From an optimization exercise on the open Yosys and OpenROAD flow, aimed at small area and a short achievable clock period; shortcuts taken in it are not production practice. Only simulation tests tie the RTL to the original design; equivalence was not proved. No activity file was given, so power comes from the tool's default toggle rates.

Setup of zinc:
## ALU
module ALU(
    input  [13:0] instruction,
    input  wire [19:0] A, B,
    input  cin, clk, rst,
    output reg [19:0] result,
    output wire [19:0] SX_flags,
    output wire reset,
    output reg carry_out,
    output wire halfword,
    output reg inc
);
Size: about 100 I/O pins, about 5200 sq um of cells after synthesis.
==> flow/config.mk <==
export PLATFORM = sky130hd
export DESIGN_NAME = ALU
export DESIGN_NICKNAME = ALU
export VERILOG_FILES = /design/flow/design.v
export SDC_FILE = /design/flow/constraint.sdc
export NUM_CORES = 4
export LEC_CHECK = 0
export CAP_MARGIN = 20
export CORE_MARGIN = 2
export CORE_UTILIZATION = 40
export CTS_BUF_LIST = sky130_fd_sc_hd__clkbuf_8
export SETUP_SLACK_MARGIN = 2.5
export SLEW_MARGIN = 20
export TNS_END_PERCENT = 20
==> flow/constraint.sdc <==
create_clock -name core_clock -period 6.0 [get_ports {clk}]
set_input_delay 1.2000 -clock core_clock [delete_from_list [all_inputs] [get_ports {clk}]]
set_output_delay 1.2000 -clock core_clock [all_outputs]
set_load 0.01 [all_outputs]
standard.sh (not shown) runs the stock make flow with config.mk's settings and CLKGATE_MAP_FILE= SYNTH_SCRIPT=/design/flow/synth_recipe.tcl, a recipe that flattens the netlist after the stock synthesis.
==> flow/flow/run.sh <==
#!/bin/bash
# Layout: the standard flow (standard.sh) with
#  - its own synthesis script (flow/my_synth.tcl: same as synth_recipe.tcl, but
#    ABC maps with flow/abc.script, a delay-targeted mapping, and no full/half
#    adder cells are extracted),
#  - small port buffers (buf_1) instead of the default delay-cell buffers,
#    resized after global placement for the load each input port drives
#    (flow/post_gpl.tcl); every input and output port keeps its own buffer,
#  - one tie cell for the constant outputs.
set -uo pipefail
HERE=$(pwd)
bash standard.sh SYNTH_SCRIPT=$HERE/flow/my_synth.tcl ADDER_MAP_FILE= \
  "BUFFER_PORTS_ARGS=-buffer_cell sky130_fd_sc_hd__buf_1" \
  POST_GLOBAL_PLACE_TCL=$HERE/flow/post_gpl.tcl \
  SKIP_REPAIR_TIE_FANOUT=1 finish > flow_standard.log 2>&1
==> flow/flow/abc.script <==
strash
dch -f
map -D 1500 -B 0.5
topo
buffer -c
upsize -D 1500
dnsize -D 1500
==> flow/flow/my_synth.tcl <==
# The standard flow's synthesis script (synth_recipe.tcl), except that ABC maps with
# abc.script beside this file (delay-targeted mapping) instead of ORFS's
# speed script. Registers are mapped exactly as in the standard synthesis.
set ::my_flow_dir [file dirname [file normalize [info script]]]
proc synth {args} { yosys synth -nofsm -noshare {*}$args }
proc abc {args} {
  set out {}
  set skip 0
  foreach a $args {
    if {$skip} { set skip 0; continue }
    if {$a eq "-script" || $a eq "-D"} { set skip 1; continue }
    lappend out $a
  }
  lappend out -script [file join $::my_flow_dir abc.script]
  puts "abc with [file join $::my_flow_dir abc.script]"
  yosys abc {*}$out
}
source $::env(SCRIPTS_DIR)/synth.tcl
# left out here: clear keep_hierarchy, flatten, clean up, hide names made inside functions, write 1_2_yosys.v
==> flow/flow/post_gpl.tcl <==
# Size each input port's buffer for the load it drives (buffer_ports puts the
# same small buffer on every port). Every port keeps exactly one buffer.
foreach inst [get_cells input*] {
  set master [get_property $inst ref_name]
  if {![string match "sky130_fd_sc_hd__buf_*" $master]} continue
  set net [get_nets -of_objects [get_pins [get_full_name $inst]/X]]
  set fo [llength [get_pins -of_objects $net -filter "direction == input"]]
  if {$fo >= 10} {
    set cell sky130_fd_sc_hd__buf_4
  } elseif {$fo >= 5} {
    set cell sky130_fd_sc_hd__buf_2
  } else {
    continue
  }
  puts "port buffer [get_full_name $inst]: fanout $fo, $master -> $cell"
  replace_cell [get_full_name $inst] $cell
}
### zinc -> indigo
- removing TNS_END_PERCENT (formerly 20)
- removing CTS_BUF_LIST (formerly sky130_fd_sc_hd__clkbuf_8)
- changing SETUP_SLACK_MARGIN from 2.5 to 2.4
==> flow/flow/run.sh <==
#!/bin/bash
# Layout: the standard flow (standard.sh) with
#  - its own synthesis script (flow/my_synth.tcl: same as synth_recipe.tcl, but
#    ABC maps with flow/abc.script, a delay-targeted mapping, and no full/half
#    adder cells are extracted), and
#  - small port buffers (buf_1) instead of the default delay-cell buffers;
#    every input and output port still gets its own buffer.
set -uo pipefail
HERE=$(pwd)
bash standard.sh SYNTH_SCRIPT=$HERE/flow/my_synth.tcl ADDER_MAP_FILE= \
  "BUFFER_PORTS_ARGS=-buffer_cell sky130_fd_sc_hd__buf_1" finish > flow_standard.log 2>&1
==> flow/flow/abc.script <==
strash
dch -f
map -D 1000
topo
buffer -c
upsize -D 1000
dnsize -D 1000
removed: flow/flow/post_gpl.tcl
Results
Looking at capturing instance or port of the critical path, the sx1$_DFFE_PP0P_ result is from zinc; the result[2]$_DFF_PP0_ one comes from indigo.
Of indigo and zinc, the run reporting the higher largest fanout on the critical path was zinc.
Between indigo and zinc, it is indigo whose count of clock-net buffers in the final layout is higher, by 1.
Diff zinc -> indigo: count of cells along the worst register-to-register path fell by 2, count of inserted antenna diode cells barely changed, cell depth of the worst setup path down 9.
Relative to indigo, the following input files were edited for fjord:
- TNS_END_PERCENT: unset -> 20
==> flow/flow/run.sh <==
#!/bin/bash
# Layout: the standard flow (standard.sh) with
#  - its own synthesis script (flow/my_synth.tcl: same as synth_recipe.tcl, but
#    ABC maps with flow/abc.script, a delay-targeted mapping, and no full/half
#    adder cells are extracted),
#  - small port buffers (buf_1) instead of the default delay-cell buffers,
#    resized after global placement for the load each input port drives
#    (flow/post_gpl.tcl); every input and output port keeps its own buffer,
#  - one tie cell for the constant outputs.
set -uo pipefail
HERE=$(pwd)
bash standard.sh SYNTH_SCRIPT=$HERE/flow/my_synth.tcl ADDER_MAP_FILE= \
  "BUFFER_PORTS_ARGS=-buffer_cell sky130_fd_sc_hd__buf_1" \
  POST_GLOBAL_PLACE_TCL=$HERE/flow/post_gpl.tcl \
  SKIP_REPAIR_TIE_FANOUT=1 finish > flow_standard.log 2>&1
==> flow/flow/abc.script <==
strash
dch -f
map -D 1500 -B 0.5
topo
buffer -c
upsize -D 1500
dnsize -D 1500
==> flow/flow/post_gpl.tcl (new file) <==
# Size each input port's buffer for the load it drives (buffer_ports puts the
# same small buffer on every port). Every port keeps exactly one buffer.
foreach inst [get_cells input*] {
  set master [get_property $inst ref_name]
  if {![string match "sky130_fd_sc_hd__buf_*" $master]} continue
  set net [get_nets -of_objects [get_pins [get_full_name $inst]/X]]
  set fo [llength [get_pins -of_objects $net -filter "direction == input"]]
  if {$fo >= 10} {
    set cell sky130_fd_sc_hd__buf_4
  } elseif {$fo >= 5} {
    set cell sky130_fd_sc_hd__buf_2
  } else {
    continue
  }
  puts "port buffer [get_full_name $inst]: fanout $fo, $master -> $cell"
  replace_cell [get_full_name $inst] $cell
}
Results
- fjord: full flow OK, the timing, design-rule and antenna checks passed
- Cell count came out higher on fjord than on indigo.
- Of fjord and indigo, it is fjord that has the higher setup slack.
- Of fjord and indigo, the run reporting the lower total non-filler cell area in the finished layout was fjord.
- Cmp fjord and indigo / leakage power / lower: indigo
- Against indigo, average footprint of a synthesized cell in fjord fell by a little under 10%.
- Number of signal-net inverters in the final layout up 16 in fjord wrt indigo
- Comparing fjord against indigo, there is no change at all in worst-case clock buffer depth.
- Changes observed in fjord relative to indigo: critical path depth grew by 9, worst reg-to-reg path cell count grew by 2.
- fjord against indigo: wire length of the first global-routing pass dropped 1500 um; fraction of power consumed by the clock network now larger.

==> port drivers added, routing unchanged <==
No port has a modelled driver above. Below, the same layouts with a new extraction and two added sets of constraints. Step 1 sets driving cells, clkbuf_16 on the clock port and buf_2 on the other inputs (assumed; they add their load-dependent delay and slew). Step 2, shift: input delay + t, output delay - t, t = (earliest + latest rising clock arrival at the registers) / 2. This alone moves slack from input paths to output paths. a / b / c = ideal / step 1 / step 2; a / b = the first two.
run | t, ns | slack for setup (ns) | hold slack, ns | worst setup path after step 2 | worst register clock-pin slew, ns
zinc | 0.324 | 2.562 / 2.550 / 2.226 | 0.479 / 0.479 / 0.479 | input to register | 0.11 / 0.11
indigo | 0.300 | 2.373 / 2.385 / 2.085 | 0.494 / 0.494 / 0.494 | input to register | 0.07 / 0.07
fjord | 0.308 | 2.478 / 2.479 / 2.171 | 0.472 / 0.472 / 0.472 | input to register | 0.07 / 0.07
After both steps every run listed still meets setup and hold. The setup slack of zinc, which loses most, moves by -0.012 ns with the drivers and by -0.336 ns with both steps.
